Source: an optimization exercise on an open RTL-to-GDS flow (aim: small area). Production flows keep margins and buffers that such runs may drop. Where RTL was checked, it was by simulation tests only, not by an equivalence proof against the original. The clock port is modelled as an ideal driver; clocking choices that lean on that would not hold on a real chip. Power figures rest on the tool's default switching activity, not on a simulated workload.

// calc2_top
module calc2_top ( out_data1, out_data2, out_data3, out_data4, out_resp1, out_resp2, out_resp3, out_resp4, out_tag1, out_tag2, out_tag3, out_tag4, c_clk, req1_cmd_in, req1_data_in, req1_tag_in, req2_cmd_in, req2_data_in, req2_tag_in, req3_cmd_in, req3_data_in, req3_tag_in, req4_cmd_in, req4_data_in, req4_tag_in, reset);
Size in the first run: about 300 I/O pins, roughly 45000 um^2 of cells after synthesis.
export LEC_CHECK = 0
export CAP_MARGIN = 20
export CORE_MARGIN = 2
export CORE_UTILIZATION = 40
export SLEW_MARGIN = 20
create_clock -name core_clock -period 7.0 [get_ports {c_clk}]
standard.sh (not shown) runs the stock make flow with config.mk's settings and CLKGATE_MAP_FILE= SYNTH_SCRIPT=/design/flow/synth_recipe.tcl, a recipe that flattens the netlist after the stock synthesis.
==> flow/flow/run.sh <==
#!/bin/bash
set -euo pipefail
export BUFFER_PORTS_ARGS="-buffer_cell sky130_fd_sc_hd__buf_1"
export CTS_ARGS="-sink_clustering_enable -repair_clock_nets -dont_use_dummy_load -sink_clustering_size 30 -sink_clustering_max_diameter 120"
bash standard.sh > flow_make.log 2>&1
Edit:
==> flow/run.sh (new file) <==
#!/bin/bash
# synth_recipe.tcl (not shown) runs the flow's synth.tcl, then flattens the netlist and writes it again
# the make line also repeats each setting of config.mk as NAME=value (left out here)
make -C /OpenROAD-flow-scripts/flow DESIGN_CONFIG=/design/flow/config.mk WORK_HOME=/design/flow/orfs CLKGATE_MAP_FILE= SYNTH_SCRIPT=/design/flow/synth_recipe.tcl finish
Settings changed: CORE_UTILIZATION 40 to 65.
removed: flow/flow/run.sh
removed: flow/standard.sh
=> The changed run went through all stages and came out clean; wire length fell by 2.4%; design area rose by about 6.4%; clock skew fell by 70 ps; die area fell by 38%; power rose by about 17%; via count rose by about 4%; worst setup slack loses 280 ps; first-iteration DRC count rose by 23%.
Edit:
==> flow/flow/run.sh (new file) <==
#!/bin/bash
# Own layout flow: the standard flow (standard.sh, standard synthesis unchanged), with
# plain buf_1 port buffers and a clock tree built without dummy loads.
set -euo pipefail
export BUFFER_PORTS_ARGS="-buffer_cell sky130_fd_sc_hd__buf_1"
export CTS_ARGS="-sink_clustering_enable -repair_clock_nets -dont_use_dummy_load"
bash standard.sh > flow_make.log 2>&1
==> flow/standard.sh (new file) <==
#!/bin/bash
# synth_recipe.tcl (not shown) runs the flow's synth.tcl, then flattens the netlist and writes it again
# the make line also repeats each setting of config.mk as NAME=value (left out here)
make -C /OpenROAD-flow-scripts/flow DESIGN_CONFIG=/design/flow/config.mk WORK_HOME=/design/flow/orfs CLKGATE_MAP_FILE= SYNTH_SCRIPT=/design/flow/synth_recipe.tcl "${@:-finish}"
Settings changed: CORE_UTILIZATION 65 to 40.
removed: flow/run.sh
Synthesized area is unchanged.
Non-clock buffer count goes down by 6.
Hold slack is worse by 52 ps.
Setup slack improves by 280 ps.
Via count fell by 3.1%.
Edit:
==> flow/run.sh (new file) <==
#!/bin/bash
# synth_recipe.tcl (not shown) runs the flow's synth.tcl, then flattens the netlist and writes it again
# the make line also repeats each setting of config.mk as NAME=value (left out here)
make -C /OpenROAD-flow-scripts/flow DESIGN_CONFIG=/design/flow/config.mk WORK_HOME=/design/flow/orfs CLKGATE_MAP_FILE= SYNTH_SCRIPT=/design/flow/synth_recipe.tcl finish
removed: flow/flow/run.sh
removed: flow/standard.sh
Global-route usage climbs by 0.32 points.
Sequential share of layout area came out lower by 2.5 points.
Non-clock buffer count grows by 5.
Final cell count climbs by 1.6%.
Synthesized cell count stays the same.
First-iteration DRC count came out lower by 1.6%.
Power goes up by 9.2%.
Cell area rose by 5.5%.
Sequential power barely changes.
Worst setup slack is worse by 81 ps.
Combinational power went up by 11%.
Function was not checked in any run of this note: the RTL went through the layout flow alone.

========
calc2_top, a different RTL version from the one above (not shown whole).
For scale: about 930 flip-flops, about 300 I/O pins, ~0.043 mm2 of cells after synthesis.
clock: 7.0 ns
lec_check: 0
cap_margin: 20
core_margin: 2
core_utilization: 65
slew_margin: 20
==> flow/flow/run.sh <==
#!/bin/bash
# Layout flow: the standard flow (standard.sh, with the standard synthesis unchanged),
# with three changes: ports get plain buf_1 buffers; the clock tree is built from larger
# sink clusters without dummy loads; after clock tree synthesis, cells on paths with slack
# to spare are downsized (flow/post_cts.tcl). make's output goes to flow_make.log; each
# step's own log is under orfs/logs/.
set -euo pipefail
export BUFFER_PORTS_ARGS="-buffer_cell sky130_fd_sc_hd__buf_1"
export CTS_ARGS="-sink_clustering_enable -repair_clock_nets -dont_use_dummy_load -sink_clustering_size 30 -sink_clustering_max_diameter 80"
export POST_CTS_TCL="$(pwd)/flow/post_cts.tcl"
bash standard.sh > flow_make.log 2>&1
==> flow/flow/post_cts.tcl <==
# After clock tree synthesis: give back area on paths with slack to spare (smaller
# drive strengths), then fix any slew or capacitance this leaves, and legalize.
estimate_parasitics -placement
repair_timing -recover_power 100 -setup_margin 0.3 -verbose
repair_design -slew_margin $::env(SLEW_MARGIN) -cap_margin $::env(CAP_MARGIN) -verbose
detailed_placement
check_placement -verbose
The first run passed the timing, DRC and antenna checks.
Then changed:
==> flow/flow/run.sh (replaced) <==
#!/bin/bash
# Layout flow: the standard flow (standard.sh, with the standard synthesis unchanged),
# with two changes: ports get plain buf_1 buffers, and the clock tree is built from larger
# sink clusters without dummy loads. make's output goes to flow_make.log; each step's own
# log is under orfs/logs/.
set -euo pipefail
export BUFFER_PORTS_ARGS="-buffer_cell sky130_fd_sc_hd__buf_1"
export CTS_ARGS="-sink_clustering_enable -repair_clock_nets -dont_use_dummy_load -sink_clustering_size 16 -sink_clustering_max_diameter 50 -buf_list {sky130_fd_sc_hd__clkbuf_8}"
bash standard.sh > flow_make.log 2>&1
removed: flow/flow/post_cts.tcl
=>
- worst setup slack gains 0.32 ns
- die area is unchanged
- sequential share of layout area came out higher by 0.32 points
- clock power rises by about 2%
- global-route usage shrinks by 0.41 points
- final cell count went up by 0.36%
- clock skew grows by 0.016 ns
Then changed:
--- a/flow/flow/run.sh
+++ b/flow/flow/run.sh
@@ -8 +8 @@
-export CTS_ARGS="-sink_clustering_enable -repair_clock_nets -dont_use_dummy_load -sink_clustering_size 16 -sink_clustering_max_diameter 50 -buf_list {sky130_fd_sc_hd__clkbuf_8}"
+export CTS_ARGS="-sink_clustering_enable -repair_clock_nets -dont_use_dummy_load -sink_clustering_size 20 -sink_clustering_max_diameter 50 -buf_list {sky130_fd_sc_hd__clkbuf_8 sky130_fd_sc_hd__clkbuf_16}"
Clock skew is about the same.
Utilization went up by 1.2 points.
Non-clock buffer count stays the same.
Via count climbs by about 0.7%.
Global-route usage grows by 0.81 points.
Die area stays the same.
Clock power goes up by about 40%.
Count of clock-buffer cells in the layout decreases by 4.
Then changed:
--- a/flow/flow/run.sh
+++ b/flow/flow/run.sh
@@ -8 +8 @@
-export CTS_ARGS="-sink_clustering_enable -repair_clock_nets -dont_use_dummy_load -sink_clustering_size 20 -sink_clustering_max_diameter 50 -buf_list {sky130_fd_sc_hd__clkbuf_8 sky130_fd_sc_hd__clkbuf_16}"
+export CTS_ARGS="-sink_clustering_enable -repair_clock_nets -dont_use_dummy_load -sink_clustering_size 30 -sink_clustering_max_diameter 80"
GPL_TIMING_DRIVEN = 0   (was unset)
Effect:
- count of clock-buffer cells in the layout fell by 36
- clock power fell by 29%
- die area stays the same
- wire length grows by 9.5%
- total power shrinks by 6.4%

-- afterwards: timing with drivers on the ports --
In the flow no input, the clock included, has a driving cell. The finished layouts below were timed again as built, in two steps.
Step 1 assumes that a clkbuf_16 drives the clock port and a buf_2 every other input.
Step 2, shift: input delay + t, output delay - t, t = (earliest + latest rising clock arrival at the registers) / 2. This alone moves slack from input paths to output paths.
Three values: ideal, step 1, step 2; two values: the first two.
run | t (ns) | slack for setup (ns) | hold slack, ns
the first run of note 1 | 0.683 | 1.349 / 1.349 / 1.259 | 0.283 / 0.283 / 0.283
the second run of note 1 | 0.720 | 1.067 / 1.113 / 0.393 | 0.327 / 0.327 / 0.327
the third run of note 1 | 0.712 | 1.348 / 1.348 / 1.204 | 0.275 / 0.275 / 0.275
the fourth run of note 1 | 0.746 | 1.267 / 1.267 / 0.635 | 0.325 / 0.325 / 0.325
the first run of note 2 | 0.653 | 0.635 / 0.635 / 0.635 | 0.309 / 0.309 / 0.309
the second run of note 2 | 0.734 | 0.959 / 0.959 / 0.959 | 0.324 / 0.324 / 0.324
the third run of note 2 | 0.675 | 0.915 / 0.915 / 0.915 | 0.315 / 0.315 / 0.315
the fourth run of note 2 | 0.655 | 0.206 / 0.206 / -0.189 | 0.340 / 0.340 / 0.340
With both steps, setup timing fails in the fourth run of note 2, where it was met with ideal ports. For the second run of note 1, which loses most, drivers alone change the setup slack by +0.046 ns; drivers and shift together by -0.674 ns.
